This is an optimization exercise on Yosys and OpenROAD, whose aim is small area and a short achievable clock period, not a production implementation. Function was checked by simulation only, so behaviour that the tests miss may differ from the original. Power and IR drop assume default switching activity.

## flow/design.v (module list and top-level ports; edited modules follow where they fit)
// module Vr_HW2_aoi222: 6 lines
// module Vr_HW2_aoi22: 6 lines
// module Vr_HW2_aoi21: 5 lines
// module Vr_HW2_oai21: 5 lines
// module Vr_HW2_nand2: 5 lines
// module Vr_HW2_nand3: 5 lines
// module Vr_HW2_mux2i: 5 lines
// module Vr_HW2_and2: 5 lines
// module Vr_HW2_nor2: 5 lines
// module Vr_HW2_xor2: 5 lines
// module Vr_HW2_xnor2: 5 lines
// module Vr_HW2_o31ai: 6 lines
// module Vr_HW2_nor4: 6 lines
// module Vr_HW2_or3: 5 lines
// module Vr_HW2_inv: 5 lines
// module Vr_HW2_ripple_adder_M_bits: 368 lines
// module Vr_HW2_MUX_S_sel_M_bits: 16 lines
// module Vr_HW2_N_to_S_dec: 24 lines
// module Vr_HW2_wdec: 26 lines
// module Vr_HW2_and32: 5 lines
// module Vr_HW2_ALU: 229 lines
// module Vr_HW2_branch_add: 209 lines
// module Vr_HW2: 94 lines
module Vr_HW2(CLK, RST, IMEM_ADDR, IMEM_DATA, DMEM_ADDR, DMEM_RE, DMEM_WE, DMEM_WDATA, DMEM_RDATA);
  // ...
==> flow/flow/run.sh <==
#!/bin/bash
# The standard ORFS layout (standard.sh) with these changes:
#  - before floorplanning, flow/downsize.tcl sets combinational cells to
#    drive strength 1 (synthesis sizes each small module on its own);
#  - timing repair aims past the required slack (SETUP_SLACK_MARGIN) and may
#    change a cell's footprint;
#  - plain buffers (buf_2) on the ports.
# Each tool's log is under orfs/logs/; make's output is in flow_make.log.
set -euo pipefail
bash standard.sh MATCH_CELL_FOOTPRINT=0 SETUP_SLACK_MARGIN=12 TNS_END_PERCENT=0 \
  "PRE_FLOORPLAN_TCL=$PWD/flow/downsize.tcl" \
  "BUFFER_PORTS_ARGS=-buffer_cell sky130_fd_sc_hd__buf_2" finish > flow_make.log 2>&1
==> flow/flow/downsize.tcl <==
# Before floorplanning: set every combinational cell to its smallest drive
# strength (_1) of the same function; timing repair upsizes where needed.
set db [ord::get_db]
set n 0
foreach inst [[ord::get_db_block] getInsts] {
  set m [[$inst getMaster] getName]
  if { [regexp {^(sky130_fd_sc_hd__([a-z0-9]+))_([0-9]+)$} $m -> base fn sz] } {
    if { $sz > 1 && ![string match "*df*" $fn] && ![string match "*dl*" $fn] && ![string match "conb" $fn] } {
      set small [$db findMaster ${base}_1]
      if { $small != "NULL" } {
        $inst swapMaster $small
        incr n
      }
    }
  }
}
puts "downsize.tcl: set $n cells to drive strength 1"
==> flow/standard.sh <==
#!/bin/bash
# synth_recipe.tcl (not shown) runs the flow's synth.tcl, then flattens the netlist and writes it again
# the make line also repeats each setting of config.mk as NAME=value (left out here)
make -C /OpenROAD-flow-scripts/flow DESIGN_CONFIG=/design/flow/config.mk WORK_HOME=/design/flow/orfs CLKGATE_MAP_FILE= SYNTH_SCRIPT=/design/flow/synth_recipe.tcl "${@:-finish}"
==> flow/config.mk <==
export PLATFORM = sky130hd
export DESIGN_NAME = Vr_HW2
export DESIGN_NICKNAME = Vr_HW2
export VERILOG_FILES = /design/flow/design.v
export SDC_FILE = /design/flow/constraint.sdc
export NUM_CORES = 4
export LEC_CHECK = 0
export CAP_MARGIN = 20
export CORE_MARGIN = 2
export CORE_UTILIZATION = 55
export CTS_BUF_LIST = sky130_fd_sc_hd__clkbuf_8
export CTS_CLUSTER_DIAMETER = 50
export CTS_CLUSTER_SIZE = 20
export SLEW_MARGIN = 20
export SYNTH_HIERARCHICAL = 1
==> flow/constraint.sdc <==
create_clock -name core_clock -period 25.0 [get_ports {CLK}]
set_input_delay 5.0000 -clock core_clock [delete_from_list [all_inputs] [get_ports {CLK}]]
set_output_delay 5.0000 -clock core_clock [all_outputs]
set_load 0.01 [all_outputs]
==> results by group, run 1 <==
Min path
  – Hold WC Path Type: reg -> reg
  – Hold Startpoint: pc[31]

Cells and area
  – Regs by FF count: regs: 1024 flops, pc: 30 flops
  – Count of inverters not on the clock network in the layout: 43
  – Largest reg by FF count: regs
  – Post-route cell area: 54300 sq um
  – Total area of multi-input combinational cells: 16400 sq um
  – Number of flip-flops and latches: 1054
  – Layout clock area frac: 0.0422
  – Multi-input gate share of the layout cell area: 0.303
  – Layout fillers: 5991

Clock tree
  – # resized after CTS: 301
  – Hold_buf cts: 0

Routing
  – Average wire length per cell after detail routing: 37.0 um
  – Met2 WL: 72900 um
  – Vias per std cell: 7.80
  – Detail Route Antenna Nets: 0
  – Met3 Routed Length: 28800 um

Run status
  – Run status: no timing/DRC/antenna violations

Global route
  – Total congestion overflow after global routing: 0
  – Met3 usage in global routing: 0.108
  – Global-route met2 utilization: 0.575

Power
  – Fraction of power spent switching nets: 0.375
  – Power attributed to the clock group: 1180 uW

Floorplanning
  – Initial cell density of the core: 0.553
  – Number of rows in the core area: 106

Timing
  – Actual transition at the worst max-transition pin: 1.24 ns
  – Number of pins with negative max-slew slack in the final report: 0

Logic synthesis
  – Post-synthesis cell count: 3138
==> inputs of run 2 (changes only) <==
--- a/flow/config.mk
+++ b/flow/config.mk
@@ -9,6 +9,5 @@
 export CORE_MARGIN = 2
 export CORE_UTILIZATION = 55
-export CTS_BUF_LIST = sky130_fd_sc_hd__clkbuf_8
-export CTS_CLUSTER_DIAMETER = 50
+export CTS_CLUSTER_DIAMETER = 100
 export CTS_CLUSTER_SIZE = 20
 export SLEW_MARGIN = 20
==> run 2 against run 1 <==
Compared with the run above: sequential share of layout area up 0.22 points; clock power down 16%; final area down 0.39%; maximum frequency up 0.30%; via count down 0.57%; critical endpoint is now DMEM_ADDR[7]; non-clock buffer count up 16; still clean on timing, DRC and antenna; final cell count down 2.0%; highest routed layer unchanged; wire length about the same; combinational power about the same.
==> results by group, run 2 <==
Run status
  – Run status: no timing/DRC/antenna violations (unchanged)

Floorplanning
  – Number of rows in the core area: 106 (unchanged)
  – Initial cell density of the core: 0.553 (unchanged)
  – Floorplan die area: 86000 sq um (unchanged)
  – Die span in y: 293 um (unchanged)
  – Boundary Pins: 164 (unchanged)
  – Core Footprint: 83300 sq um (unchanged)
  – Overall die width: 293 um (unchanged)

Cells and area
  – Regs by FF count: regs: 1024 flops, pc: 30 flops (unchanged)
  – Post-route cell area: 54100 sq um (was 54300 sq um)
  – Most common library cell in the layout ignoring fill and taps: edfxtp_1 (unchanged)
  – Commonest cells after routing, fill and taps aside: edfxtp_1 (1024), a222oi_1 (640), xor2_1 (177) (was edfxtp_1 (1024), a222oi_1 (640), xor2_1 (181))
  – Largest reg by FF count: regs (unchanged)
  – Total number of nets in the final design: 3609 (was 3633)
  – Utilization after layout: 0.650 (was 0.652)
  – Layout fillers: 5978 (was 5991)
  – Flip-flop count of the largest register after layout: 1024 (unchanged)
  – Fraction of layout instances using a drive strength above 1: 0.219 (was 0.229)

Timing
  – Setup tns final: 0 ns (unchanged)
  – Final min period: 13.40 ns (was 13.44 ns)
  – Number of hold violations in the final report: 0 (unchanged)
  – Maximum operating frequency: 74.6 MHz (was 74.4 MHz)
  – Tightest slew margin relative to the limit: 0.169 (was 0.173)
  – Worst clock skew on the final layout: 0.0525 ns (was 0.0726 ns)
  – RSZ-0062 raised after global routing: yes (unchanged)
  – Fraction of the cycle the final worst path needs: 0.536 (was 0.537)
  – Number of pins with negative max-slew slack in the final report: 0 (unchanged)
  – Setup violators final: 0 (unchanged)
  – Actual transition at the worst max-transition pin: 1.24 ns (about the same)

Power
  – Gate power share: 0.295 (was 0.283)
  – Ratio of total power to cell area: 120 nW/um^2 (was 123 nW/um^2)
  – Reg power frac: 0.553 (was 0.540)
  – Internal Dissipation: 4110 uW (was 4160 uW)
  – VDD IR max: 0.147 mV (was 0.169 mV)
  – Switching power: 2390 uW (was 2500 uW)
  – Fraction of power spent switching nets: 0.368 (was 0.375)
  – Clk pwr share: 0.152 (was 0.177)
  – Leakage power of the design: 0.0186 uW (was 0.0189 uW)
  – Final Power: 6510 uW (was 6660 uW)

Routing
  – Average wire length per cell after detail routing: 37.8 um (was 37.0 um)
  – Vias per std cell: 7.91 (was 7.80)
  – Detail Route Antenna Nets: 0 (unchanged)
  – Routed via count: 36700 (was 36900)
  – Number of optimization iterations in the first detailed-route pass: 19 (was 17)
  – Drt first-iter violations: 8887 (was 9214)
  – Routed wire length: 175000 um (about the same)
  – DR DRC count: 0 (unchanged)

Setup path
  – Most repeated library cell on the critical path: buf_12
  – Crit path capture type: output port (unchanged)
  – Critical path fanouts, max: 8 (was 32)
  – Critical path data arrival time: 8.40 ns (was 8.44 ns)
  – Worst path max stage delay: 0.46 ns (was 0.38 ns)
  – Worst path cell trace: buf_12 -> clkinvlp_4 -> nand3_4 -> buf_12 -> nor2_4 -> clkbuf_16 -> a222oi_1 -> nand4_1 -> buf_6 -> nor4_4 -> o21ai_2 -> a21oi_4 -> o21ai_4 -> buf_4 -> xor2_1 -> buf_2 (was buf_6 -> clkinvlp_4 -> nand3_4 -> buf_4 -> nor2_4 -> buf_6 -> a222oi_1 -> nand4_1 -> buf_6 -> nor4_4 -> buf_4 -> o21ai_2 -> a21oi_2 -> o21ai_2 -> a21oi_2 -> o21ai_2 -> xor2_2 -> buf_2)
  – Required time at the worst-slack endpoint: 20.00 ns (about the same)
  – Max stage delay cell, worst path: xor2_1 (was a222oi_1)
  – Critical Path Start Type: input port (unchanged)
  – Crit path kind: in -> out (unchanged)

Global route
  – Overall Global Routing Usage: 0.397 (was 0.398)
  – Wire length of the first global-routing pass: 244000 um (was 245000 um)
  – Maximum number of pins on one net before global-route repair: 64 (unchanged)
  – Via count of the first global-routing pass: 34200 (was 34600)
  – Number of antenna violations at the first check in global routing: 4 (was 2)
  – Total congestion overflow after global routing: 0 (unchanged)

Job
  – Max-cap check violation count: 0 (unchanged)

Place
  – Final weighted congestion in routability-driven placement: 1.05 (unchanged)
  – Detailed Place HPWL: 108000 um (unchanged)
  – Total cell area at the placement stage: 49700 sq um (unchanged)
  – Port-buffer cells: 161 (unchanged)

Clock tree
  – CTS clk-pin slew, worst paths: 0.08 ns (was 0.09 ns)
  – TritonCTS clock tree: done (unchanged)
  – Total clock buffers created by CTS: 59 (was 99)
  – CTS HTree Levels: 2 (was 3)
  – Clock net sink count: 1054 (unchanged)
  – Hold_buf cts: 0 (unchanged)
  – Buffer depth of the longest clock path: 3 (unchanged)
  – Clock Root Buffer: clkbuf_16 (was clkbuf_8)
  – Clk latency of the worst-skew pair: 0.71 ns (was 0.81 ns)

Logic synthesis
  – Post-synthesis cell count: 3138 (unchanged)
  – Total of warnings raised by yosys: 8 (unchanged)

Min path
  – Hold WC Path Type: reg -> reg (unchanged)
run 2: per-stage QoR:
stage | worst slack [ns] | std cells | hold slack [ns]
3_5_place_dp | 10.50 | 4454 | 0.677
3_3_place_gp | 10.58 | 4453 | 0.663
6_report | 11.60 | 4639 | 0.703
2_1_floorplan | 12.11 | 3140 | 0.710
4_1_cts | 11.88 | 4618 | 0.701
5_1_grt | 11.62 | 4635 | 0.759
run 2: cell type report:
class / instances / area, sq um / area share
Multi-Input combinational cell: 2004 / 16700 / 0.308
Antenna cell: 4 / 10.0 / 0.000185
Tap cell: 1080 / 1350 / 0.0250
Clock buffer: 68 / 1520 / 0.0281
Timing Repair Buffer: 381 / 2950 / 0.0546
Clock inverter: 5 / 101 / 0.00187
Inverter: 43 / 175 / 0.00324
Sequential cell: 1054 / 31400 / 0.579
run 2: path summary, 6_finish.rpt:
check	slack, ns	cells after the start	to	from
max reg2reg	17.85	25	pc[29]	regs[0][3]
min reg2reg	0.70	3	pc[31]	pc[31]
min	0.70	3	pc[31]	pc[31]
max	11.60	16	DMEM_ADDR[7]	IMEM_DATA[25]
run 2: critical path, delay by kind of cell:
family	cells	cell delay, ns
buffers and inverters	7	1.16
AND/OR/NAND/NOR	4	0.81
XOR/XNOR	1	0.46
AO/OA/AOI/OAI	4	0.94
run 2: power by group through the flow:
stage               Clock (uW)  Sequential [uW]  Combinational [uW]
CTS                       1000             3570                1800
detailed placement           0             3610                1640
global route              1060             3670                2000
floorplan                    0             3470                 886
global placement             0             3550                1600
finish                     990             3600                1920
run 2: metal layers:
| layer | GRT usage | share of wire | up-vias |
|---|---|---|---|
| met3 | 0.102 | 0.16 | 461 |
| met5 | 0 | 0.000040 | - |
| met1 | 0.561 | 0.36 | 18000 |
| li1 | - | - | 14800 |
| met2 | 0.579 | 0.42 | 3457 |
| met4 | 0.190 | 0.060 | 2 |
run 2: timing repair:
action | in CTS | in global routing
buffers inserted | 86 | 14
gates cloned | 5 | 0
resized for setup | 321 | 55
pin swaps | 138 | 45
setup endpoints to repair | 31 | 26
==> inputs of run 3 (changes only) <==
--- a/flow/config.mk
+++ b/flow/config.mk
@@ -8,7 +8,7 @@
 export CAP_MARGIN = 20
 export CORE_MARGIN = 2
-export CORE_UTILIZATION = 55
-export CTS_CLUSTER_DIAMETER = 100
-export CTS_CLUSTER_SIZE = 20
+export CORE_UTILIZATION = 45
+export CTS_CLUSTER_DIAMETER = 60
+export CTS_CLUSTER_SIZE = 30
 export SLEW_MARGIN = 20
 export SYNTH_HIERARCHICAL = 1
==> run 3 against run 2 <==
Compared with the run above: final area grew 2.5%; critical endpoint is now DMEM_ADDR[11]; largest cell class unchanged; first-iteration DRC count grew 1.8%; total power grew 7.5%.
==> results by group, run 3 <==
Timing
  – Number of hold violations in the final report: 0 (unchanged)
  – Setup tns final: 0 ns (unchanged)
  – Actual transition at the worst max-transition pin: 1.28 ns (was 1.24 ns)
  – Number of pins with negative max-slew slack in the final report: 0 (unchanged)
  – Tightest slew margin relative to the limit: 0.150 (was 0.169)
  – Worst clock skew on the final layout: 0.0510 ns (was 0.0525 ns)
  – Post-route setup slack: 11.48 ns (was 11.60 ns)
  – RSZ-0062 raised after global routing: yes (unchanged)
  – Post-Route Hold Slack: 0.709 ns (was 0.703 ns)
  – Maximum operating frequency: 74.0 MHz (was 74.6 MHz)
  – Final min period: 13.52 ns (was 13.40 ns)
  – Setup violators final: 0 (unchanged)
  – Fraction of the cycle the final worst path needs: 0.541 (was 0.536)

Floorplanning
  – Initial cell density of the core: 0.453 (was 0.553)
  – Number of rows in the core area: 117 (was 106)
  – Core Footprint: 102000 sq um (was 83300 sq um)
  – Die span in y: 324 um (was 293 um)
  – Boundary Pins: 164 (unchanged)
  – Overall die width: 324 um (was 293 um)
  – Floorplan die area: 105000 sq um (was 86000 sq um)

Logic synthesis
  – Post-synthesis cell count: 3138 (unchanged)
  – Total of warnings raised by yosys: 8 (unchanged)

Global route
  – Overall Global Routing Usage: 0.346 (was 0.397)
  – Maximum number of pins on one net before global-route repair: 52 (was 64)
  – Total congestion overflow after global routing: 0 (unchanged)
  – Via count of the first global-routing pass: 34500 (was 34200)
  – Wire length of the first global-routing pass: 257000 um (was 244000 um)
  – Number of antenna violations at the first check in global routing: 10 (was 4)

Clock tree
  – Clock net sink count: 1054 (unchanged)
  – Total clock buffers created by CTS: 82 (was 59)
  – TritonCTS clock tree: done (unchanged)
  – Clk latency of the worst-skew pair: 0.71 ns (about the same)
  – Buffer depth of the longest clock path: 3 (unchanged)
  – CTS HTree Levels: 3 (was 2)
  – Clock Root Buffer: clkbuf_16 (unchanged)
  – CTS clk-pin slew, worst paths: 0.07 ns (was 0.08 ns)

Min path
  – Hold WC Path Type: reg -> reg (unchanged)

Setup path
  – Delay-heaviest family, CP: buffers and inverters (unchanged)
  – Critical Path Start Type: input port (unchanged)
  – Max stage delay cell, worst path: xnor2_1 (was xor2_1)
  – Critical path data arrival time: 8.52 ns (was 8.40 ns)
  – Number of buffer and inverter stages on the critical path: 7 (unchanged)
  – Worst path max stage delay: 0.60 ns (was 0.46 ns)
  – Worst path cell trace: buf_4 -> clkinvlp_4 -> nand3_4 -> buf_4 -> nor2_4 -> buf_12 -> a222oi_1 -> nand4_1 -> buf_4 -> nor4_4 -> buf_4 -> nor2_1 -> nand2_1 -> nor2_1 -> a21oi_4 -> xnor2_1 -> buf_2 (was buf_12 -> clkinvlp_4 -> nand3_4 -> buf_12 -> nor2_4 -> clkbuf_16 -> a222oi_1 -> nand4_1 -> buf_6 -> nor4_4 -> o21ai_2 -> a21oi_4 -> o21ai_4 -> buf_4 -> xor2_1 -> buf_2)
  – Crit path capture type: output port (unchanged)
  – Most repeated library cell on the critical path: buf_4 (was buf_12)
  – Critical path fanouts, max: 16 (was 8)
  – Crit path kind: in -> out (unchanged)
  – Required time at the worst-slack endpoint: 20.00 ns (about the same)

Cells and area
  – Total number of nets in the final design: 3621 (was 3609)
  – Flip-flop count of the largest register after layout: 1024 (unchanged)
  – Regs by FF count: regs: 1024 flops, pc: 30 flops (unchanged)
  – Commonest cells after routing, fill and taps aside: edfxtp_1 (1024), a222oi_1 (640), xor2_1 (185) (was edfxtp_1 (1024), a222oi_1 (640), xor2_1 (177))
  – Fraction of layout instances using a drive strength above 1: 0.224 (was 0.219)
  – Most common library cell in the layout ignoring fill and taps: edfxtp_1 (unchanged)
  – Number of standard cells in the final layout excluding fillers: 4997 (was 4639)
  – Largest reg by FF count: regs (unchanged)

Routing
  – Drt first-iter violations: 9047 (was 8887)
  – DR DRC count: 0 (unchanged)
  – Vias per std cell: 7.44 (was 7.91)
  – Detail Route Antenna Nets: 0 (unchanged)
  – Number of optimization iterations in the first detailed-route pass: 15 (was 19)
  – Routed wire length: 187000 um (was 175000 um)
  – Average wire length per cell after detail routing: 37.5 um (was 37.8 um)
  – Routed via count: 37200 (was 36700)

Job
  – Max-cap check violation count: 0 (unchanged)

Place
  – Port-buffer cells: 161 (unchanged)
  – Worst Setup Slack post-DPL: 10.36 ns (was 10.50 ns)
  – Detailed Place HPWL: 116000 um (was 108000 um)
  – Final weighted congestion in routability-driven placement: 1.07 (was 1.05)
  – Number of placed cells counting well taps: 4749 (was 4454)

Power
  – Final Power: 6990 uW (was 6510 uW)
  – Ratio of total power to cell area: 126 nW/um^2 (was 120 nW/um^2)
  – VDD IR max: 0.139 mV (was 0.147 mV)
  – Leakage power of the design: 0.0192 uW (was 0.0186 uW)

Run status
  – Run status: no timing/DRC/antenna violations (unchanged)
## run 3: cell type report
| cell class | count | area [sq um] |
|---|---|---|
| Antenna cell | 6 | 15.0 |
| Clock buffer | 84 | 2080 |
| Clock inverter | 68 | 937 |
| Fill cell | 8203 | 46100 |
| Inverter | 43 | 173 |
| Multi-Input combinational cell | 2004 | 16400 |
| Sequential cell | 1054 | 31400 |
| Tap cell | 1368 | 1710 |
| Timing Repair Buffer | 370 | 2750 |
## run 3: per-stage QoR
stage / util / instance area (sq um)
global route: 0.546 / 55400
detailed placement: 0.493 / 50100
global placement: 0.493 / 50100
CTS: 0.535 / 54300
finish: 0.546 / 55500
floorplan: - / 46000
## run 3: final timing paths
kind,from,to,slack [ns],cells past startpoint
worst max-delay path,IMEM_DATA[24],DMEM_ADDR[11],11.48,17
worst max register to register,regs[21][3],pc[29],17.23,25
worst min register to register,pc[31],pc[31],0.71,3
worst min-delay path,pc[31],pc[31],0.71,3
## run 3: metal layers
metal / up-vias / track usage / part of all wire
met1: 18500 / 0.477 / 0.37
met2: 3280 / 0.519 / 0.43
li1: 14900 / - / -
met3: 488 / 0.0737 / 0.14
met5: - / 0 / 0.00023
met4: 8 / 0.176 / 0.061
## run 3: power breakdown
part | internal, uW | switching (uW) | total, uW
sequential | 3160 | 421 | 3580
combinational | 521 | 1450 | 1970
clock | 701 | 741 | 1440
## run 3: worst register-to-register path: stages (launching register included)
cell	delay, ns
edfxtp_1	0.39
a222oi_1	0.42
nand4_1	0.25
or3_1	0.56
xor2_1	0.33
xor2_1	0.87
nand4_1	0.18
or4_1	0.74
nor2_1	0.34
and2_1	0.51
and2_1	0.27
xor2_1	0.11
nand2_1	0.07
nand2_1	0.08
inv_1	0.06
o21ai_1	0.12
a21oi_1	0.40
o21ai_1	0.30
a21oi_1	0.42
inv_1	0.12
a21oi_1	0.36
inv_1	0.08
a21oi_1	0.21
o21ai_1	0.12
xor2_1	0.16
nor2b_1	0.13
## run 3: timing repair
| action | CTS | global route |
|---|---|---|
| cloned | 0 | 2 |
| setup buffers | 50 | 36 |
| resized for setup | 176 | 146 |
| pin swaps | 54 | 76 |
| hold buffers | 0 | 0 |
| endpoints found under the setup margin | 31 | 36 |
==> inputs of run 4 (changes only) <==
--- a/flow/config.mk
+++ b/flow/config.mk
@@ -8,7 +8,8 @@
 export CAP_MARGIN = 20
 export CORE_MARGIN = 2
-export CORE_UTILIZATION = 45
-export CTS_CLUSTER_DIAMETER = 60
-export CTS_CLUSTER_SIZE = 30
+export CORE_UTILIZATION = 55
+export CTS_BUF_LIST = sky130_fd_sc_hd__clkbuf_8
+export CTS_CLUSTER_DIAMETER = 100
+export CTS_CLUSTER_SIZE = 14
 export SLEW_MARGIN = 20
 export SYNTH_HIERARCHICAL = 1
==> run 4 against run 3 <==
Compared with the run above: synthesized cell count did not move; via count down 1.0%; largest cell class unchanged; final cell count down 6.9%; clock power down 39%; first-iteration DRC count is 0.76% higher; still clean on timing, DRC and antenna.
==> results by group, run 4 <==
Routing
  – Routed via count: 36800 (was 37200)
  – Routed wire length: 175000 um (was 187000 um)
  – Average wire length per cell after detail routing: 37.6 um (was 37.5 um)
  – Drt first-iter violations: 9116 (was 9047)
  – Detail Route Antenna Nets: 0 (unchanged)
  – Vias per std cell: 7.91 (was 7.44)
  – DR DRC count: 0 (unchanged)
  – Number of optimization iterations in the first detailed-route pass: 14 (was 15)

Setup path
  – Critical Path Start Type: input port (unchanged)
  – Required time at the worst-slack endpoint: 20.00 ns (about the same)
  – Critical path data arrival time: 8.41 ns (was 8.52 ns)
  – Crit path capture type: output port (unchanged)
  – Critical path fanouts, max: 16 (unchanged)
  – Critical register-to-register path endpoint: pc[29] (unchanged)
  – Launch instance of the worst register-to-register path: regs[0][3] (was regs[21][3])
  – Length in cells of the worst reg-to-reg path: 25 (unchanged)
  – Crit path kind: in -> out (unchanged)
  – Setup slack of the worst register-to-register path: 17.90 ns (was 17.23 ns)

Place
  – Final weighted congestion in routability-driven placement: 1.05 (was 1.07)
  – Detailed Place HPWL: 108000 um (was 116000 um)
  – Number of placed cells counting well taps: 4454 (was 4749)
  – Port-buffer cells: 161 (unchanged)

Global route
  – Total congestion overflow after global routing: 0 (unchanged)
  – Maximum number of pins on one net before global-route repair: 64 (was 52)
  – Number of antenna violations at the first check in global routing: 2 (was 10)
  – Via count of the first global-routing pass: 34600 (was 34500)
  – Wire length of the first global-routing pass: 243000 um (was 257000 um)
  – Overall Global Routing Usage: 0.396 (was 0.346)

Clock tree
  – Buffer depth of the longest clock path: 3 (unchanged)
  – TritonCTS clock tree: done (unchanged)
  – Clock net sink count: 1054 (unchanged)
  – CTS clk-pin slew, worst paths: 0.09 ns (was 0.07 ns)
  – Clk latency of the worst-skew pair: 0.77 ns (was 0.71 ns)
  – CTS HTree Levels: 3 (unchanged)
  – Total clock buffers created by CTS: 85 (was 82)
  – Clock Root Buffer: clkbuf_8 (was clkbuf_16)
  – Hold_buf cts: 0 (unchanged)

Floorplanning
  – Boundary Pins: 164 (unchanged)
  – Overall die width: 293 um (was 324 um)
  – Die span in y: 293 um (was 324 um)
  – Core Footprint: 83300 sq um (was 102000 sq um)
  – Initial cell density of the core: 0.553 (was 0.453)
  – Number of rows in the core area: 106 (was 117)
  – Floorplan die area: 86000 sq um (was 105000 sq um)

Job
  – Max-cap check violation count: 0 (unchanged)

Min path
  – Number of stages on the worst hold path: 3 (unchanged)
  – Min-Delay Endpoint: pc[31] (unchanged)
  – Hold WC Path Type: reg -> reg (unchanged)
  – Hold Startpoint: pc[31] (unchanged)

Cells and area
  – Largest reg by FF count: regs (unchanged)
  – Layout fillers: 6074 (was 8203)
  – Regs by FF count: regs: 1024 flops, pc: 30 flops (unchanged)
  – Commonest cells after routing, fill and taps aside: edfxtp_1 (1024), a222oi_1 (640), xor2_1 (182) (was edfxtp_1 (1024), a222oi_1 (640), xor2_1 (185))
  – Most common library cell in the layout ignoring fill and taps: edfxtp_1 (unchanged)
  – Fraction of layout instances using a drive strength above 1: 0.217 (was 0.224)
  – Number of standard cells in the final layout excluding fillers: 4651 (was 4997)
  – Total number of nets in the final design: 3623 (was 3621)
  – Flip-flop count of the largest register after layout: 1024 (unchanged)

Run status
  – Run status: no timing/DRC/antenna violations (unchanged)

Power
  – Internal Dissipation: 3990 uW (was 4390 uW)
  – Switching power: 2370 uW (was 2610 uW)
  – Fraction of power spent switching nets: 0.372 (was 0.373)
  – Ratio of total power to cell area: 119 nW/um^2 (was 126 nW/um^2)
  – Leakage power of the design: 0.0184 uW (was 0.0192 uW)
  – VDD IR max: 0.147 mV (was 0.139 mV)
  – Clk pwr share: 0.138 (was 0.206)
  – Reg power frac: 0.565 (was 0.512)
  – Gate power share: 0.297 (was 0.281)

Timing
  – Fraction of the cycle the final worst path needs: 0.536 (was 0.541)
  – Tightest slew margin relative to the limit: 0.179 (was 0.150)
  – Number of pins with negative max-slew slack in the final report: 0 (unchanged)
  – Maximum operating frequency: 74.6 MHz (was 74.0 MHz)
  – Setup violators final: 0 (unchanged)
  – Worst clock skew on the final layout: 0.0583 ns (was 0.0510 ns)
  – RSZ-0062 raised after global routing: yes (unchanged)
  – Final min period: 13.41 ns (was 13.52 ns)
  – Post-Route Hold Slack: 0.704 ns (was 0.709 ns)
  – Setup tns final: 0 ns (unchanged)
  – Number of hold violations in the final report: 0 (unchanged)
  – Actual transition at the worst max-transition pin: 1.23 ns (was 1.28 ns)

Logic synthesis
  – Post-synthesis cell count: 3138 (unchanged)
  – Total of warnings raised by yosys: 8 (unchanged)
==> run 4: worst max path at each step <==
stage | from | end | slack [ns] | cells past startpoint
6_report | IMEM_DATA[24] | DMEM_ADDR[20] | 11.59 | 17
5_1_grt | IMEM_DATA[24] | DMEM_ADDR[27] | 11.55 | 17
4_1_cts | IMEM_DATA[25] | DMEM_ADDR[15] | 11.85 | 16
3_5_place_dp | IMEM_DATA[22] | DMEM_ADDR[31] | 10.50 | 15
3_3_place_gp | IMEM_DATA[22] | DMEM_ADDR[31] | 10.58 | 15
2_1_floorplan | IMEM_DATA[25] | DMEM_ADDR[24] | 12.11 | 12
==> run 4: repair_timing <==
| action | in CTS | in global routing |
|---|---|---|
| buffers inserted | 77 | 10 |
| endpoints found under the setup margin | 31 | 29 |
| cloned | 4 | 2 |
| resized for setup | 286 | 35 |
| pin swaps | 125 | 38 |
==> run 4: routing by layer <==
metal / track usage / part of all wire / vias to the layer above / wire (um)
met5: 0 / 0 / - / 0
met4: 0.193 / 0.062 / 0 / 10900
met3: 0.104 / 0.16 / 507 / 28600
met2: 0.576 / 0.42 / 3589 / 73500
met1: 0.558 / 0.35 / 17900 / 61800
li1: - / - / 14800 / -
==> run 4: critical path, cell delays in order <==
cell and delay, ns:
buf_12 0.12, clkinvlp_4 0.16, nand3_4 0.18, buf_6 0.17, nor2_4 0.27, clkbuf_16 0.29
a222oi_1 0.10, nand4_1 0.12, buf_4 0.17, nor4_4 0.07, nor2_1 0.30, nand2_1 0.16
nor2_1 0.35, nand2_1 0.12, o21ai_2 0.36, xor2_2 0.27, buf_2 0.18
==> run 4: stage by stage <==
step	instance area, sq um	util	setup slack (ns)	power [uW]
detailed placement	49700	0.596	10.50	5250
finish	53500	0.642	11.59	6360
floorplan	46000	-	12.11	4360
global placement	49600	0.596	10.58	5150
global route	53500	0.642	11.55	6580
CTS	53100	0.637	11.85	6250
==> run 4: cell type report <==
cell class | instances | area, sq um | share of cell area
diodes | 1 | 2.50 | 0.0000468
clock buffers | 85 | 1170 | 0.0219
clock inverters | 15 | 143 | 0.00267
inverters | 43 | 173 | 0.00323
multi-input cells | 2004 | 16500 | 0.308
flip-flops and latches | 1054 | 31400 | 0.586
well taps | 1080 | 1350 | 0.0253
repair buffers | 369 | 2800 | 0.0524
==> run 4: power by group through the flow <==
stage | Sequential [uW] | Clock [uW] | Combinational [uW]
final | 3590 | 875 | 1890
after floorplan | 3470 | 0 | 886
after global placement | 3550 | 0 | 1600
after CTS | 3570 | 885 | 1790
after global routing | 3670 | 944 | 1970
after detailed placement | 3610 | 0 | 1640
==> inputs of run 5 (changes only) <==
--- a/flow/flow/run.sh
+++ b/flow/flow/run.sh
@@ -5,8 +5,8 @@
 #  - timing repair aims past the required slack (SETUP_SLACK_MARGIN) and may
 #    change a cell's footprint;
-#  - plain buffers (buf_2) on the ports.
+#  - plain buffers (buf_1) on the ports.
 # Each tool's log is under orfs/logs/; make's output is in flow_make.log.
 set -euo pipefail
 bash standard.sh MATCH_CELL_FOOTPRINT=0 SETUP_SLACK_MARGIN=12 TNS_END_PERCENT=0 \
   "PRE_FLOORPLAN_TCL=$PWD/flow/downsize.tcl" \
-  "BUFFER_PORTS_ARGS=-buffer_cell sky130_fd_sc_hd__buf_2" finish > flow_make.log 2>&1
+  "BUFFER_PORTS_ARGS=-buffer_cell sky130_fd_sc_hd__buf_1" finish > flow_make.log 2>&1
--- a/flow/config.mk
+++ b/flow/config.mk
@@ -8,8 +8,7 @@
 export CAP_MARGIN = 20
 export CORE_MARGIN = 2
-export CORE_UTILIZATION = 55
-export CTS_BUF_LIST = sky130_fd_sc_hd__clkbuf_8
+export CORE_UTILIZATION = 60
 export CTS_CLUSTER_DIAMETER = 100
-export CTS_CLUSTER_SIZE = 14
+export CTS_CLUSTER_SIZE = 20
 export SLEW_MARGIN = 20
 export SYNTH_HIERARCHICAL = 1
==> run 5 against run 4 <==
Compared with the run above: hold slack worse by 0.0071 ns; sequential power about the same; register-to-register slack worse by 0.43 ns; maximum frequency hardly changed; die area shrank 8.2%; critical path type unchanged; highest routed layer is now met5.
==> results by group, run 5 <==
Routing
  – Vias per std cell: 8.21 (was 7.91)
  – DR DRC count: 0 (unchanged)
  – Detail Route Antenna Nets: 0 (unchanged)
  – Number of optimization iterations in the first detailed-route pass: 19 (was 14)
  – Routed wire length: 175000 um (about the same)
  – Average wire length per cell after detail routing: 38.2 um (was 37.6 um)
  – Routed via count: 37700 (was 36800)
  – Drt first-iter violations: 9961 (was 9116)

Timing
  – Final min period: 13.41 ns (about the same)
  – Tightest slew margin relative to the limit: 0.151 (was 0.179)
  – Number of hold violations in the final report: 0 (unchanged)
  – Actual transition at the worst max-transition pin: 1.27 ns (was 1.23 ns)
  – Worst clock skew on the final layout: 0.0463 ns (was 0.0583 ns)
  – Setup tns final: 0 ns (unchanged)
  – Fraction of the cycle the final worst path needs: 0.536 (about the same)
  – Setup violators final: 0 (unchanged)
  – RSZ-0062 raised after global routing: yes (unchanged)
  – Maximum operating frequency: 74.6 MHz (about the same)
  – Number of pins with negative max-slew slack in the final report: 0 (unchanged)

Place
  – Final weighted congestion in routability-driven placement: 1.04 (was 1.05)
  – Number of placed cells counting well taps: 4413 (was 4454)
  – Detailed Place HPWL: 107000 um (was 108000 um)
  – Port-buffer cells: 161 (unchanged)

Clock tree
  – Clock Root Buffer: clkbuf_16 (was clkbuf_8)
  – TritonCTS clock tree: done (unchanged)
  – Buffer depth of the longest clock path: 3 (unchanged)
  – Clock net sink count: 1054 (unchanged)
  – Hold_buf cts: 0 (unchanged)
  – CTS clk-pin slew, worst paths: 0.08 ns (was 0.09 ns)
  – Clk latency of the worst-skew pair: 0.71 ns (was 0.77 ns)
  – CTS HTree Levels: 2 (was 3)
  – Total clock buffers created by CTS: 59 (was 85)

Setup path
  – Delay-heaviest family, CP: compound AO/OA/AOI/OAI gates (was simple AND/OR/NAND/NOR gates)
  – Worst path cell trace: buf_12 -> clkinvlp_4 -> nand3_4 -> nor2_4 -> buf_4 -> a222oi_1 -> nand3_2 -> nor4_4 -> buf_4 -> nor2_2 -> a21oi_2 -> o21ai_1 -> a21oi_2 -> o21ai_2 -> xor2_2 -> clkbuf_2 (was buf_12 -> clkinvlp_4 -> nand3_4 -> buf_6 -> nor2_4 -> clkbuf_16 -> a222oi_1 -> nand4_1 -> buf_4 -> nor4_4 -> nor2_1 -> nand2_1 -> nor2_1 -> nand2_1 -> o21ai_2 -> xor2_2 -> buf_2)
  – Max stage delay cell, worst path: a222oi_1 (was o21ai_2)
  – Required time at the worst-slack endpoint: 20.00 ns (about the same)
  – Worst path max stage delay: 0.64 ns (was 0.36 ns)
  – Length in cells of the worst reg-to-reg path: 25 (unchanged)
  – Critical Path Start Type: input port (unchanged)
  – Number of buffer and inverter stages on the critical path: 5 (was 6)
  – Crit path capture type: output port (unchanged)
  – Critical path data arrival time: 8.41 ns (about the same)
  – Critical path fanouts, max: 22 (was 16)
  – Crit path kind: in -> out (unchanged)
  – Launch instance of the worst register-to-register path: regs[0][2] (was regs[0][3])
  – Critical register-to-register path endpoint: pc[29] (unchanged)
  – Setup slack of the worst register-to-register path: 17.47 ns (was 17.90 ns)

Cells and area
  – Most common library cell in the layout ignoring fill and taps: edfxtp_1 (unchanged)
  – Largest reg by FF count: regs (unchanged)
  – Total number of nets in the final design: 3609 (was 3623)
  – Commonest cells after routing, fill and taps aside: edfxtp_1 (1024), a222oi_1 (640), xor2_1 (180) (was edfxtp_1 (1024), a222oi_1 (640), xor2_1 (182))
  – Fraction of layout instances using a drive strength above 1: 0.173 (was 0.217)
  – Flip-flop count of the largest register after layout: 1024 (unchanged)
  – Regs by FF count: regs: 1024 flops, pc: 30 flops (unchanged)
  – Number of standard cells in the final layout excluding fillers: 4589 (was 4651)

Floorplanning
  – Overall die width: 281 um (was 293 um)
  – Die span in y: 281 um (was 293 um)
  – Initial cell density of the core: 0.606 (was 0.553)
  – Floorplan die area: 79000 sq um (was 86000 sq um)
  – Core Footprint: 75900 sq um (was 83300 sq um)
  – Number of rows in the core area: 101 (was 106)
  – Boundary Pins: 164 (unchanged)

Global route
  – Number of antenna violations at the first check in global routing: 8 (was 2)
  – Wire length of the first global-routing pass: 242000 um (was 243000 um)
  – Maximum number of pins on one net before global-route repair: 52 (was 64)
  – Total congestion overflow after global routing: 0 (unchanged)
  – Overall Global Routing Usage: 0.428 (was 0.396)
  – Via count of the first global-routing pass: 34700 (was 34600)

Job
  – Max-cap check violation count: 0 (unchanged)

Power
  – Leakage power of the design: 0.0182 uW (was 0.0184 uW)
  – Ratio of total power to cell area: 122 nW/um^2 (was 119 nW/um^2)
  – VDD IR max: 0.130 mV (was 0.147 mV)

Min path
  – Number of stages on the worst hold path: 3 (unchanged)
  – Min-Delay Endpoint: pc[31] (unchanged)
  – Hold Startpoint: pc[31] (unchanged)
  – Hold WC Path Type: reg -> reg (unchanged)

Run status
  – Run status: no timing/DRC/antenna violations (unchanged)

Logic synthesis
  – Total of warnings raised by yosys: 8 (unchanged)
  – Post-synthesis cell count: 3138 (unchanged)
-- run 5: power by group --
group	leakage [uW]	switching, uW	internal [uW]	total [uW]
clock	0.000800	558	443	1000
sequential	0.0106	447	3170	3610
combinational	0.00678	1430	494	1920
total	0.0182	2430	4100	6540
-- run 5: final cells by class --
cell class / instances / area, sq um
Inverter: 43 / 165
Clock inverter: 7 / 130
Timing Repair Buffer: 381 / 2700
Sequential cell: 1054 / 31400
Fill cell: 4960 / 22300
Antenna cell: 2 / 5.00
Multi-Input combinational cell: 2004 / 16400
Tap cell: 1030 / 1290
Clock buffer: 68 / 1520
-- run 5: timing repair --
item / CTS / global route
resized for setup: 159 / 208
pin swaps: 78 / 89
setup endpoints to repair: 32 / 42
setup buffers: 65 / 29
cloned: 0 / 5
-- run 5: metal layers --
metal	part of all wire	GRT usage
met3	0.17	0.124
met1	0.33	0.589
met5	0.00022	0
met2	0.42	0.614
met4	0.077	0.244
-- run 5: worst min-delay path, cell delays in order, from the launching register on --
cell and delay [ns]:
dfxtp_1 0.35, xor2_1 0.08, xor2_1 0.12, nor2b_1 0.12
-- run 5: how the worst max path moves through the flow --
| stage | from | end | slack [ns] | cells past startpoint |
|---|---|---|---|---|
| after detailed placement | IMEM_DATA[21] | DMEM_ADDR[28] | 10.68 | 15 |
| after floorplan | IMEM_DATA[25] | DMEM_ADDR[24] | 12.11 | 12 |
| after global placement | IMEM_DATA[22] | DMEM_ADDR[28] | 10.84 | 15 |
| final | IMEM_DATA[23] | DMEM_ADDR[22] | 11.59 | 16 |
| after global routing | IMEM_DATA[23] | DMEM_ADDR[22] | 11.53 | 16 |
| after CTS | IMEM_DATA[23] | DMEM_ADDR[22] | 11.72 | 16 |
-- run 5: stage by stage --
step | cell area (sq um) | setup WS, ns | hold WS, ns | util | power, uW
floorplan | 46000 | 12.11 | 0.710 | - | 4360
global placement | 49400 | 10.84 | 0.677 | 0.650 | 5150
detailed placement | 49400 | 10.68 | 0.673 | 0.650 | 5250
CTS | 52400 | 11.72 | 0.706 | 0.690 | 6320
global route | 53600 | 11.53 | 0.753 | 0.706 | 6720
finish | 53600 | 11.59 | 0.697 | 0.706 | 6540
==> inputs of run 6 (changes only) <==
--- a/flow/config.mk
+++ b/flow/config.mk
@@ -8,5 +8,5 @@
 export CAP_MARGIN = 20
 export CORE_MARGIN = 2
-export CORE_UTILIZATION = 60
+export CORE_UTILIZATION = 55
 export CTS_CLUSTER_DIAMETER = 100
 export CTS_CLUSTER_SIZE = 20
==> run 6 against run 5 <==
Compared with the run above: still clean on timing, DRC and antenna; via count fell by 3.0%; count of clock-buffer cells in the layout rose by 2; combinational power fell by 6%; critical path depth rose by 1; sequential share of layout area rose by 1.0 points; total power fell by 1.9%; worst setup slack got worse by 0.18 ns; first-iteration DRC count fell by 8.6%; highest routed layer unchanged.
==> results by group, run 6 <==
Timing
  – Number of pins with negative max-slew slack in the final report: 0 (unchanged)
  – Setup violators final: 0 (unchanged)
  – RSZ-0062 raised after global routing: yes (unchanged)
  – Fraction of the cycle the final worst path needs: 0.544 (was 0.536)
  – Actual transition at the worst max-transition pin: 1.27 ns (about the same)
  – Post-Route Hold Slack: 0.700 ns (was 0.697 ns)
  – Final min period: 13.59 ns (was 13.41 ns)
  – Number of hold violations in the final report: 0 (unchanged)
  – Setup tns final: 0 ns (unchanged)
  – Maximum operating frequency: 73.6 MHz (was 74.6 MHz)
  – Worst clock skew on the final layout: 0.0280 ns (was 0.0463 ns)
  – Tightest slew margin relative to the limit: 0.149 (was 0.151)

Floorplanning
  – Number of rows in the core area: 106 (was 101)
  – Overall die width: 293 um (was 281 um)
  – Die span in y: 293 um (was 281 um)
  – Core Footprint: 83300 sq um (was 75900 sq um)
  – Initial cell density of the core: 0.553 (was 0.606)
  – Boundary Pins: 164 (unchanged)
  – Floorplan die area: 86000 sq um (was 79000 sq um)

Routing
  – Drt first-iter violations: 9101 (was 9961)
  – DR DRC count: 0 (unchanged)
  – Routed via count: 36600 (was 37700)
  – Vias per std cell: 7.94 (was 8.21)
  – Detail Route Antenna Nets: 0 (unchanged)
  – Average wire length per cell after detail routing: 37.7 um (was 38.2 um)
  – Number of optimization iterations in the first detailed-route pass: 14 (was 19)
  – Routed wire length: 173000 um (was 175000 um)

Clock tree
  – TritonCTS clock tree: done (unchanged)
  – Clock net sink count: 1054 (unchanged)
  – CTS HTree Levels: 2 (unchanged)
  – Hold_buf cts: 0 (unchanged)
  – CTS clk-pin slew, worst paths: 0.09 ns (was 0.08 ns)
  – Total clock buffers created by CTS: 60 (was 59)
  – Buffer depth of the longest clock path: 3 (unchanged)
  – Clk latency of the worst-skew pair: 0.68 ns (was 0.71 ns)
  – Clock Root Buffer: clkbuf_16 (unchanged)

Cells and area
  – Largest reg by FF count: regs (unchanged)
  – Flip-flop count of the largest register after layout: 1024 (unchanged)
  – Commonest cells after routing, fill and taps aside: edfxtp_1 (1024), a222oi_1 (640), xor2_1 (185) (was edfxtp_1 (1024), a222oi_1 (640), xor2_1 (180))
  – Regs by FF count: regs: 1024 flops, pc: 30 flops (unchanged)
  – Layout fillers: 6251 (was 4960)
  – Total number of nets in the final design: 3571 (was 3609)
  – Fraction of layout instances using a drive strength above 1: 0.139 (was 0.173)
  – Most common library cell in the layout ignoring fill and taps: edfxtp_1 (unchanged)

Global route
  – Wire length of the first global-routing pass: 242000 um (about the same)
  – Total congestion overflow after global routing: 0 (unchanged)
  – Overall Global Routing Usage: 0.392 (was 0.428)
  – Number of antenna violations at the first check in global routing: 8 (unchanged)
  – Maximum number of pins on one net before global-route repair: 53 (was 52)
  – Via count of the first global-routing pass: 34200 (was 34700)

Place
  – Port-buffer cells: 161 (unchanged)
  – Final weighted congestion in routability-driven placement: 1.05 (was 1.04)
  – Detailed Place HPWL: 109000 um (was 107000 um)

Setup path
  – Required time at the worst-slack endpoint: 20.00 ns (about the same)
  – Critical path fanouts, max: 32 (was 22)
  – Critical Path Start Type: input port (unchanged)
  – Number of buffer and inverter stages on the critical path: 6 (was 5)
  – Max stage delay cell, worst path: a222oi_1 (unchanged)
  – Crit path kind: in -> out (unchanged)
  – Launch instance of the worst register-to-register path: regs[6][21] (was regs[0][2])
  – Delay-heaviest family, CP: compound AO/OA/AOI/OAI gates (unchanged)
  – Length in cells of the worst reg-to-reg path: 25 (unchanged)
  – Worst path cell trace: clkbuf_2 -> inv_1 -> nand2_4 -> buf_12 -> nor2_4 -> buf_6 -> a222oi_1 -> nand4_1 -> buf_4 -> nor4_4 -> nor2_1 -> a21oi_1 -> o21ai_1 -> a21oi_1 -> o21ai_1 -> xor2_1 -> buf_1 (was buf_12 -> clkinvlp_4 -> nand3_4 -> nor2_4 -> buf_4 -> a222oi_1 -> nand3_2 -> nor4_4 -> buf_4 -> nor2_2 -> a21oi_2 -> o21ai_1 -> a21oi_2 -> o21ai_2 -> xor2_2 -> clkbuf_2)
  – Critical path data arrival time: 8.59 ns (was 8.41 ns)
  – Crit path capture type: output port (unchanged)
  – Critical register-to-register path endpoint: pc[29] (unchanged)
  – Setup slack of the worst register-to-register path: 17.67 ns (was 17.47 ns)
  – Worst path max stage delay: 0.75 ns (was 0.64 ns)

Logic synthesis
  – Total of warnings raised by yosys: 8 (unchanged)
  – Post-synthesis cell count: 3138 (unchanged)

Run status
  – Run status: no timing/DRC/antenna violations (unchanged)

Power
  – Ratio of total power to cell area: 122 nW/um^2 (about the same)
  – VDD IR max: 0.207 mV (was 0.130 mV)
  – Leakage power of the design: 0.0178 uW (was 0.0182 uW)

Min path
  – Hold WC Path Type: reg -> reg (unchanged)
  – Min-Delay Endpoint: pc[31] (unchanged)
  – Hold Startpoint: pc[31] (unchanged)
  – Number of stages on the worst hold path: 3 (unchanged)

Job
  – Max-cap check violation count: 0 (unchanged)
==> run 6: cell type report <==
cell class	count	area (sq um)	share of cell area
diodes	4	10.0	0.000190
inverters	43	161	0.00306
multi-input cells	2004	16000	0.303
repair buffers	342	2170	0.0411
flip-flops and latches	1054	31400	0.595
well taps	1080	1350	0.0257
clock buffers	70	1560	0.0296
clock inverters	8	105	0.00200
==> run 6: routing by layer <==
| layer | share of wire | GRT usage | up-vias |
|---|---|---|---|
| met1 | 0.37 | 0.568 | 17900 |
| met2 | 0.42 | 0.570 | 3412 |
| met3 | 0.15 | 0.0821 | 486 |
| met4 | 0.060 | 0.190 | 4 |
| met5 | 0.00016 | 0 | - |
| li1 | - | - | 14800 |
==> run 6: through the flow <==
stage / cell area (sq um) / instances / setup WS, ns / total power (uW) / util
final: 52700 / 4605 / 11.41 / 6410 / 0.632
after global routing: 52700 / 4601 / 11.36 / 6630 / 0.632
after CTS: 52500 / 4597 / 11.68 / 6330 / 0.630
after detailed placement: 49500 / 4455 / 10.55 / 5250 / 0.594
after global placement: 49500 / 4455 / 10.63 / 5160 / 0.594
after floorplan: 46000 / 3140 / 12.11 / 4360 / -
==> run 6: worst register-to-register path, delay by kind of cell (launching register included) <==
family                 cells  cell delay, ns
AO/OA/AOI/OAI              8            2.58
XOR/XNOR                   4            0.88
AND/OR/NAND/NOR           10            3.04
buffers and inverters      3            0.26
flip-flops                 1            0.40
==> run 6: power by group <==
| part | switching (uW) | internal (uW) |
|---|---|---|
| combinational | 1370 | 441 |
| clock | 562 | 444 |
| sequential | 428 | 3170 |
| total | 2360 | 4050 |
==> run 6: worst max path at each step <==
stage                        from             to  slack (ns)  cells after the start
finish              IMEM_DATA[21]  DMEM_ADDR[23]       11.41                     17
global route        IMEM_DATA[23]  DMEM_ADDR[23]       11.36                     16
CTS                 IMEM_DATA[23]  DMEM_ADDR[17]       11.68                     16
detailed placement  IMEM_DATA[22]  DMEM_ADDR[28]       10.55                     15
global placement    IMEM_DATA[21]  DMEM_ADDR[28]       10.63                     15
floorplan           IMEM_DATA[25]  DMEM_ADDR[24]       12.11                     12
==> run 6: timing repair <==
| action | 4_1_cts | 5_1_grt |
|---|---|---|
| pin swaps | 76 | 2 |
| setup buffers | 64 | 0 |
| endpoints found under the setup margin | 31 | 41 |
| gates resized for setup | 167 | 5 |

[afterwards: timing with drivers on the ports]
In the flow no input, the clock included, has a driving cell. The finished layouts below were timed again as built, in two steps. Step 1, drivers: a clkbuf_16 drives CLK and a buf_2 each remaining input, both assumed. Step 2 also shifts input and output timing later by t, the mid clock arrival at the registers, as if the neighbouring blocks saw the same clock. a / b / c = ideal / step 1 / step 2; a / b = the first two.
| run | t (ns) | slack for setup (ns) | worst hold slack (ns) | worst slew at a driven data input, ns | pins driven straight from the clock port |
|---|---|---|---|---|---|
| run 1 | 0.840 | 11.564 / 11.488 / 11.488 | 0.703 / 0.703 / 0.703 | 0.09 | 1 |
| run 2 | 0.756 | 11.604 / 11.516 / 11.516 | 0.703 / 0.703 / 0.703 | 0.09 | 1 |
| run 3 | 0.752 | 11.479 / 11.405 / 11.120 | 0.709 / 0.709 / 0.709 | 0.12 | 1 |
| run 4 | 0.809 | 11.594 / 11.501 / 11.501 | 0.704 / 0.704 / 0.704 | 0.10 | 1 |
| run 5 | 0.754 | 11.588 / 11.488 / 11.372 | 0.697 / 0.697 / 0.697 | 0.10 | 1 |
| run 6 | 0.738 | 11.411 / 11.341 / 11.341 | 0.700 / 0.700 / 0.700 | 0.07 | 1 |
After both steps every run listed still meets setup and hold. For run 3, which loses most, drivers alone change the setup slack by -0.074 ns; drivers and shift together by -0.359 ns.
